Context: an optimization exercise on an open-source flow, tuned for small area, a short achievable clock period and few clock cycles per item. The choices shown serve that exercise and are no tape-out recipe.
In this exercise RTL edits were held to simulation tests only and were not proved equivalent to the original.
Power and IR drop assume default switching activity.

== lane 2 ==
// SSE
module SSE (
	input  logic        clk,
	input  logic        rst,
	input  logic        in_valid,
	input  logic        in_last,
	input  logic [31:0] A,
	input  logic [31:0] B,
	output logic        in_ready,
	output logic        out_valid,
	output logic [31:0] Y
);
For scale: about 33,000 µm² of cells after synthesis.
==> flow/config.mk <==
export PLATFORM = sky130hd
export DESIGN_NAME = SSE
export DESIGN_NICKNAME = SSE
export VERILOG_FILES = /design/flow/design.v
export SDC_FILE = /design/flow/constraint.sdc
export NUM_CORES = 4
export LEC_CHECK = 0
export CAP_MARGIN = 20
export CORE_MARGIN = 2
export CORE_UTILIZATION = 40
export CTS_CLUSTER_DIAMETER = 100
export CTS_CLUSTER_SIZE = 30
export PLACE_DENSITY = 0.6
export SETUP_SLACK_MARGIN = 5
export SLEW_MARGIN = 20
export SYNTH_HIERARCHICAL = 1
export SYNTH_MINIMUM_KEEP_SIZE = 0
==> flow/constraint.sdc <==
create_clock -name core_clock -period 10.0 [get_ports {clk}]
set_input_delay 2.0000 -clock core_clock [delete_from_list [all_inputs] [get_ports {clk}]]
set_output_delay 2.0000 -clock core_clock [all_outputs]
set_load 0.01 [all_outputs]
standard.sh (not shown) runs the stock make flow with config.mk's settings and CLKGATE_MAP_FILE= SYNTH_SCRIPT=/design/flow/synth_recipe.tcl, a recipe that flattens the netlist after the stock synthesis.
==> flow/flow/run.sh <==
#!/bin/bash
set -euo pipefail
bash standard.sh SETUP_SLACK_MARGIN=6.2 "BUFFER_PORTS_ARGS=-buffer_cell sky130_fd_sc_hd__buf_1" finish > standard.log 2>&1
The flow did not stop early for lane 2: all stages ran, and the layout cleared the timing, design-rule and antenna checks.
Testbench counts of lane 2, summed over its fixed seeds: cycles 8,146, items 8,082.
Inputs modified between lane 2 and lane 1:
==> flow/flow/run.sh <==
#!/bin/bash
set -euo pipefail
bash standard.sh SETUP_SLACK_MARGIN=6.0 "BUFFER_PORTS_ARGS=-buffer_cell sky130_fd_sc_hd__buf_1" finish > standard.log 2>&1
[summary]
Lane 1 finished every stage and its layout cleared the timing, design-rule and antenna checks.
Summary of lane 1 over lane 2: first-pass GRT wire length decreased about 3.5%; worst-case hold slack has remained practically unchanged; switching power as a share of total power now sits higher; fmax decreased about 1.4%.

========
Another version of the RTL of SSE (not shown whole).
Size in the first run: roughly 3900 cells after synthesis, ~100 I/O pins, ~0.032 mm^2 of cells after synthesis.
Settings: LEC_CHECK=0, CAP_MARGIN=20, CORE_MARGIN=2, CORE_UTILIZATION=40, PLACE_DENSITY=0.6, SETUP_SLACK_MARGIN=5, SLEW_MARGIN=20; clock period 10.0 ns.
==> flow/flow/run.sh <==
#!/bin/bash
set -euo pipefail
bash standard.sh SETUP_SLACK_MARGIN=6.0 finish > standard.log 2>&1
The baseline went through all stages and came out clean.
Testbench counts at the start, summed over its fixed seeds: cycles 8,146, items 8,082.
Then changed:
==> flow/flow/run.sh (replaced) <==
#!/bin/bash
set -euo pipefail
bash standard.sh SETUP_SLACK_MARGIN=6.3 finish > standard.log 2>&1
What happened: The new run produced a clean layout; worst setup slack improved by 92 ps; wire length goes up by a few percent; sequential share of layout area falls by 0.29 points; first-iteration DRC count goes up by about a fifth; count of clock-buffer cells in the layout drops by 2; worst hold slack got worse by 4.9 ps.

========
== alpha ==
RTL: one of the versions met above, not the one the previous note started from.
For scale: ~100 I/O pins.
## SSE
module SSE (
	input  logic        clk,
	input  logic        rst,
	input  logic        in_valid,
	input  logic        in_last,
	input  logic [31:0] A,
	input  logic [31:0] B,
	output logic        in_ready,
	output logic        out_valid,
	output logic [31:0] Y
);
clock: 10.0 ns
lec_check: 0
cap_margin: 20
core_margin: 2
core_utilization: 55
cts_cluster_diameter: 100
cts_cluster_size: 30
place_density: 0.72
setup_slack_margin: 5
slew_margin: 20
synth_hierarchical: 1
synth_minimum_keep_size: 0
==> flow/flow/run.sh <==
#!/bin/bash
set -euo pipefail
bash standard.sh SETUP_SLACK_MARGIN=5.8 "BUFFER_PORTS_ARGS=-buffer_cell sky130_fd_sc_hd__buf_1" finish > standard.log 2>&1
In summary, alpha completed successfully, with a layout that passed the timing, design-rule and antenna checks.
Testbench counts of alpha, summed over its fixed seeds: cycles 8,146, items 8,082.
## Diff of input files: delta against alpha
Settings: a change of CORE_UTILIZATION from 55 to 68; a change of PLACE_DENSITY from 0.72 to 0.82.
==> flow/flow/run.sh <==
#!/bin/bash
set -euo pipefail
bash standard.sh SETUP_SLACK_MARGIN=6.0 "BUFFER_PORTS_ARGS=-buffer_cell sky130_fd_sc_hd__buf_1" finish > standard.log 2>&1
==> comparison <==
- The combinational power share of delta exceeds that of alpha by 1.8 points.
- Against alpha, delta reports a overall routed net length that is higher.
- Higher number of buffers other than clock buffers in the final layout was reported by delta, not alpha.
- Delta (delta minus alpha): clock network power consumption lower, net count of the finished layout has increased, final cell count shrank by about 2.5%, number of cells on the worst reg-to-reg path rose by 5.
- Comparing alpha and delta, the higher power per standard cell area was measured on delta.
- Taking alpha as the reference point, the worst hold slack of delta rises by 6.6 ps.

-- afterwards: timing with drivers on the ports --
The flow's constraints put no driver on any port. The routed layouts listed below were extracted and timed again, unchanged, in two steps. Step 1 assumes that a clkbuf_16 drives the clock port and a buf_2 every other input. Step 2 also shifts input and output timing later by t, the mid clock arrival at the registers, as if the neighbouring blocks saw the same clock. Slacks: ideal / step 1 / step 2; pairs: ideal / step 1.
| run | t (ns) | setup slack, ns | worst setup path at the end | clock arrival spread, ns |
|---|---|---|---|---|
| lane 2 | 0.639 | 6.090 / 6.090 / 5.539 | input to register | 0.073 / 0.073 |
| lane 1 | 0.645 | 6.034 / 6.066 / 5.425 | input to register | 0.056 / 0.057 |
| the first run of note 2 | 0.654 | 5.568 / 5.568 / 5.067 | input to register | 0.024 / 0.024 |
| the second run of note 2 | 0.654 | 5.660 / 5.660 / 5.126 | input to register | 0.024 / 0.024 |
| alpha | 0.635 | 5.885 / 5.925 / 5.289 | input to register | 0.045 / 0.045 |
| delta | 0.617 | 5.980 / 6.018 / 5.400 | input to register | 0.030 / 0.031 |
After both steps every run listed still meets setup and hold. The setup slack of lane 1, which loses most, moves by +0.032 ns with the drivers and by -0.609 ns with both steps.
